This design comes from an exercise in tuning for a short achievable clock period, few clock cycles and low power on the open sky130 flow, not from production work. The RTL was checked by simulation tests, not by an equivalence proof against the original design.

== the baseline ==
==> flow/design.v <==
module pfx_add #(parameter N = 32, parameter L = 5) (a, b, ci, s, co);
  input  [N-1:0] a, b;
  input          ci;
  output [N-1:0] s;
  output         co;
  wire [N-1:0] g [0:L];
  wire [N-1:0] p [0:L];
  wire [N-1:0] x = a ^ b;
  assign g[0] = (a & b) | {{(N-1){1'b0}}, x[0] & ci};
  assign p[0] = x;
  genvar k, i;
  generate
    for (k = 0; k < L; k = k + 1) begin : lvl
      for (i = 0; i < N; i = i + 1) begin : col
        if (i >= (1 << k)) begin : op
          assign g[k+1][i] = g[k][i] | (p[k][i] & g[k][i - (1 << k)]);
          assign p[k+1][i] = p[k][i] & p[k][i - (1 << k)];
        end else begin : pass
          assign g[k+1][i] = g[k][i];
          assign p[k+1][i] = p[k][i];
        end
      end
    end
  endgenerate
  assign s  = x ^ {g[L][N-2:0], ci};
  assign co = g[L][N-1];
endmodule
module reg_file (clk, rst, we, wa, wd, ra1, ra2, k1, k2, rd1, rd2);
  input clk, rst, we;
  input [4:0] wa, ra1, ra2;
  input k1, k2;
  input [31:0] wd;
  output [31:0] rd1, rd2;
  wire [32*32-1:0] q;
  assign q[31:0] = 32'd0;
  genvar g;
  generate
    for (g = 1; g < 32; g = g + 1) begin : R
      reg [31:0] d;
      always @(posedge clk)
        if (rst) d <= 32'd0;
        else if (we && wa == g) d <= wd;
      assign q[g*32 +: 32] = d;
    end
  endgenerate
  assign rd1 = k1 ? 32'd0 : q[ra1*32 +: 32];
  assign rd2 = k2 ? 32'd0 : q[ra2*32 +: 32];
endmodule
module mips_multi_cycle (rst, clk, memwrite, memread, adr, inst, writedata);
  input rst, clk;
  output [31:0] adr, writedata;
  input [31:0] inst;
  output memread, memwrite;
  reg [31:0] A;                   
  reg [31:0] B;                   
  reg        x_sub, x_and, x_or, x_slt, x_link;
  reg [4:0]  x_wa;                
  reg [7:0]  eqp;                 
  reg [10:0] ea_hi;               
  reg [6:0]  ea_lo;               
  reg        ea_c;                
  reg [10:0] btgt;                
  reg [10:0] j_tgt;               
  reg        xv;                  
  reg        s_lw;                
  reg        s_mem;               
  reg        mw;                  
  reg        s_ea;                
  reg        s_j;                 
  reg        s_beq;               
  reg        s_seq;               
  reg [11:0] pcn;                 
  wire [31:0] s;
  wire        co;
  pfx_add #(32, 5) ADD(.a(A), .b(B), .ci(x_sub), .s(s), .co(co));
  wire [31:0] y  = x_and  ? (A & B) :
                   x_or   ? (A | B) :
                   x_slt  ? {31'd0, ~co} :
                   x_link ? {18'd0, pcn, 2'b00} : s;
  wire        we = xv | s_lw;
  wire [31:0] wd = s_mem ? inst : y;
  wire [3:0] ea_h0, ea_h1;
  pfx_add #(4, 2) EA0(.a(A[12:9]), .b(ea_hi[10:7]), .ci(1'b0), .s(ea_h0), .co());
  pfx_add #(4, 2) EA1(.a(A[12:9]), .b(ea_hi[10:7]), .ci(1'b1), .s(ea_h1), .co());
  wire [10:0] ea = {ea_c ? ea_h1 : ea_h0, ea_lo};
  wire        eq = &eqp;
  wire        tk = s_beq & eq;
  wire [10:0] cur = ({11{s_ea}} & ea) | ({11{s_j}} & j_tgt) | ({11{tk}} & btgt) |
                    ({11{s_seq | (s_beq & ~eq)}} & pcn[10:0]);
  wire [5:0] op = inst[31:26];
  wire [4:0] rs = inst[25:21];
  wire [4:0] rt = inst[20:16];
  wire [4:0] rd = inst[15:11];
  wire [5:0] fn = inst[5:0];
  wire [15:0] imm = inst[15:0];
  wire is_r    = (op == 6'h00);
  wire is_addi = (op == 6'h09);
  wire is_slti = (op == 6'h0A);
  wire is_lw   = (op == 6'h23);
  wire is_sw   = (op == 6'h2B);
  wire is_beq  = (op == 6'h04);
  wire is_j    = (op == 6'h02);
  wire is_jal  = (op == 6'h03);
  wire is_jr   = (op == 6'h06);
  wire f_add = (fn == 6'h20);
  wire f_sub = (fn == 6'h23);
  wire f_or  = (fn == 6'h25);
  wire f_slt = (fn == 6'h2A);
  wire use_imm = is_addi | is_slti;
  wire [4:0] nwa = is_r ? rd : (is_jal ? 5'd31 : rt);
  wire alu_we = (is_r | is_addi | is_slti | is_jal) & (nwa != 5'd0);
  wire hz_rs = xv & (x_wa == rs);
  wire hz_rt = xv & (x_wa == rt);
  wire [31:0] rv1, rv2;
  reg_file RF(.clk(clk), .rst(rst), .we(we), .wa(x_wa), .wd(wd),
              .ra1(rs), .ra2(rt), .k1(hz_rs), .k2(hz_rt), .rd1(rv1), .rd2(rv2));
  wire [31:0] a = rv1 | (y & {32{hz_rs}});
  wire [31:0] b = rv2 | (y & {32{hz_rt}});
  wire [31:0] d = a ^ b;
  wire [7:0]  neqp;
  genvar gi;
  generate
    for (gi = 0; gi < 8; gi = gi + 1) begin : EQ
      assign neqp[gi] = ~|d[gi*4 +: 4];
    end
  endgenerate
  wire [12:0] off = imm[12:0] & {13{~is_jr}};
  wire [9:0]  lo = {1'b0, a[8:0]} + {1'b0, off[8:0]};
  wire [11:0] pc4 = {1'b0, cur} + 12'd1;
  wire [10:0] nbt;
  pfx_add #(11, 4) BT(.a(cur), .b(imm[10:0]), .ci(1'b1), .s(nbt), .co());
  wire [31:0] nb = use_imm ? {{16{imm[15]}}, imm} : b;
  wire        nsub = (is_r & (f_sub | f_slt)) | is_slti;
  always @(posedge clk) begin
    A      <= is_jal ? 32'd0 : a;
    B      <= nb ^ {32{nsub}};
    x_sub  <= nsub;
    x_and  <= is_r & ~(f_add | f_sub | f_or | f_slt);
    x_or   <= is_r & f_or;
    x_slt  <= (is_r & f_slt) | is_slti;
    x_link <= is_jal;
    eqp    <= neqp;
    ea_hi  <= off[12:2];
    ea_lo  <= lo[8:2];
    ea_c   <= lo[9];
    btgt   <= nbt;
    j_tgt  <= inst[10:0];
    if (~s_mem & (alu_we | is_lw)) x_wa <= nwa;
    if (rst) begin
      pcn   <= 12'd0;
      xv    <= 1'b0;
      s_lw  <= 1'b0;
      s_mem <= 1'b0;
      mw    <= 1'b0;
      s_ea  <= 1'b0;
      s_j   <= 1'b0;
      s_beq <= 1'b0;
      s_seq <= 1'b1;
    end else if (s_mem) begin
      xv    <= 1'b0;
      s_lw  <= 1'b0;
      s_mem <= 1'b0;
      mw    <= 1'b0;
      s_ea  <= 1'b0;
      s_j   <= 1'b0;
      s_beq <= 1'b0;
      s_seq <= 1'b1;
    end else begin
      pcn   <= pc4;
      xv    <= alu_we;
      s_lw  <= is_lw & (rt != 5'd0);
      s_mem <= is_lw | is_sw;
      mw    <= is_sw;
      s_ea  <= is_lw | is_sw | is_jr;
      s_j   <= is_j | is_jal;
      s_beq <= is_beq;
      s_seq <= ~(is_lw | is_sw | is_jr | is_j | is_jal | is_beq);
    end
  end
  assign memwrite  = mw;
  assign memread   = ~mw;
  assign adr       = {19'd0, cur, 2'b00};
  assign writedata = B;             
endmodule
==> flow/config.mk <==
export PLATFORM = sky130hd
export DESIGN_NAME = mips_multi_cycle
export DESIGN_NICKNAME = mips_multi_cycle
export VERILOG_FILES = /design/flow/design.v
export SDC_FILE = /design/flow/constraint.sdc
export NUM_CORES = 4
export LEC_CHECK = 0
export CAP_MARGIN = 20
export CORE_MARGIN = 2
export CORE_UTILIZATION = 40
export CTS_CLUSTER_DIAMETER = 100
export CTS_CLUSTER_SIZE = 24
export PLACE_DENSITY = 0.6
export SETUP_SLACK_MARGIN = 5
export SLEW_MARGIN = 20
export TNS_END_PERCENT = 5
==> flow/constraint.sdc <==
create_clock -name core_clock -period 7.5 [get_ports {clk}]
set_input_delay 1.5000 -clock core_clock [delete_from_list [all_inputs] [get_ports {clk}]]
set_output_delay 1.5000 -clock core_clock [all_outputs]
set_load 0.01 [all_outputs]
run.sh (not shown) runs the stock make flow with config.mk's settings and CLKGATE_MAP_FILE= SYNTH_SCRIPT=/design/flow/synth_recipe.tcl, a recipe that flattens the netlist after the stock synthesis.
The baseline did not stop at any stage, and its layout met the timing, design-rule and antenna checks.
Testbench counts of the baseline, summed over its fixed seeds: cycles 64,912.
Modified inputs, the candidate compared to the baseline
--- a/flow/design.v
+++ b/flow/design.v
@@ -137,17 +137,17 @@
     x_sub  <= nsub;
     x_and  <= is_r & ~(f_add | f_sub | f_or | f_slt);
     x_or   <= is_r & f_or;
     x_slt  <= (is_r & f_slt) | is_slti;
     x_link <= is_jal;
+    x_wa   <= nwa;
     eqp    <= neqp;
     ea_hi  <= off[12:2];
     ea_lo  <= lo[8:2];
     ea_c   <= lo[9];
     btgt   <= nbt;
     j_tgt  <= inst[10:0];
-    if (~s_mem & (alu_we | is_lw)) x_wa <= nwa;
     if (rst) begin
       pcn   <= 12'd0;
       xv    <= 1'b0;
       s_lw  <= 1'b0;
       s_mem <= 1'b0;
Notes after the runs:
- Wire: the candidate routes more than the baseline
- The post-synthesis area per instance number comes out lower for the candidate vs the baseline.
- Amount of wire on met2 after detailed routing grows by a few percent when moving from the baseline to the candidate.
- In the floorplan summary, the candidate is listed with a die area greater than that of the baseline.
- The candidate against the baseline; number of instances in the synthesized netlist is up slightly.
- Setup slack of the critical path after layout (higher): the candidate
- Delta(worst slew margin relative to its limit, the candidate - the baseline) < 0
- Simple-gate share of the synthesized area (lower): the baseline
Testbench counts of the candidate, summed over its fixed seeds: cycles 64,912.

## what the ideal ports hide
No port has a modelled driver above. Below, the same layouts with a new extraction and two added sets of constraints. Step 1: set_driving_cell puts a clkbuf_16 on clk and a buf_2 on each other input, an assumption about the parent block. Step 2 times the ports against the registers' clock, not the clock port: input delays grow and output delays shrink by t, the midpoint of the rising clock arrivals with the driver on. a / b / c = ideal / step 1 / step 2; a / b = the first two.
run | shift t [ns] | setup slack, ns | worst setup path after step 2 | worst data-port slew with drivers (ns) | cell pins on the clock port's net
the baseline | 0.797 | 3.343 / 3.133 / 2.336 | input to register | 0.42 | 1
the candidate | 0.807 | 3.389 / 3.257 / 2.449 | input to register | 0.47 | 1
After both steps every run listed still meets setup and hold. The setup slack of the baseline, which loses most, moves by -0.210 ns with the drivers and by -1.007 ns with both steps.
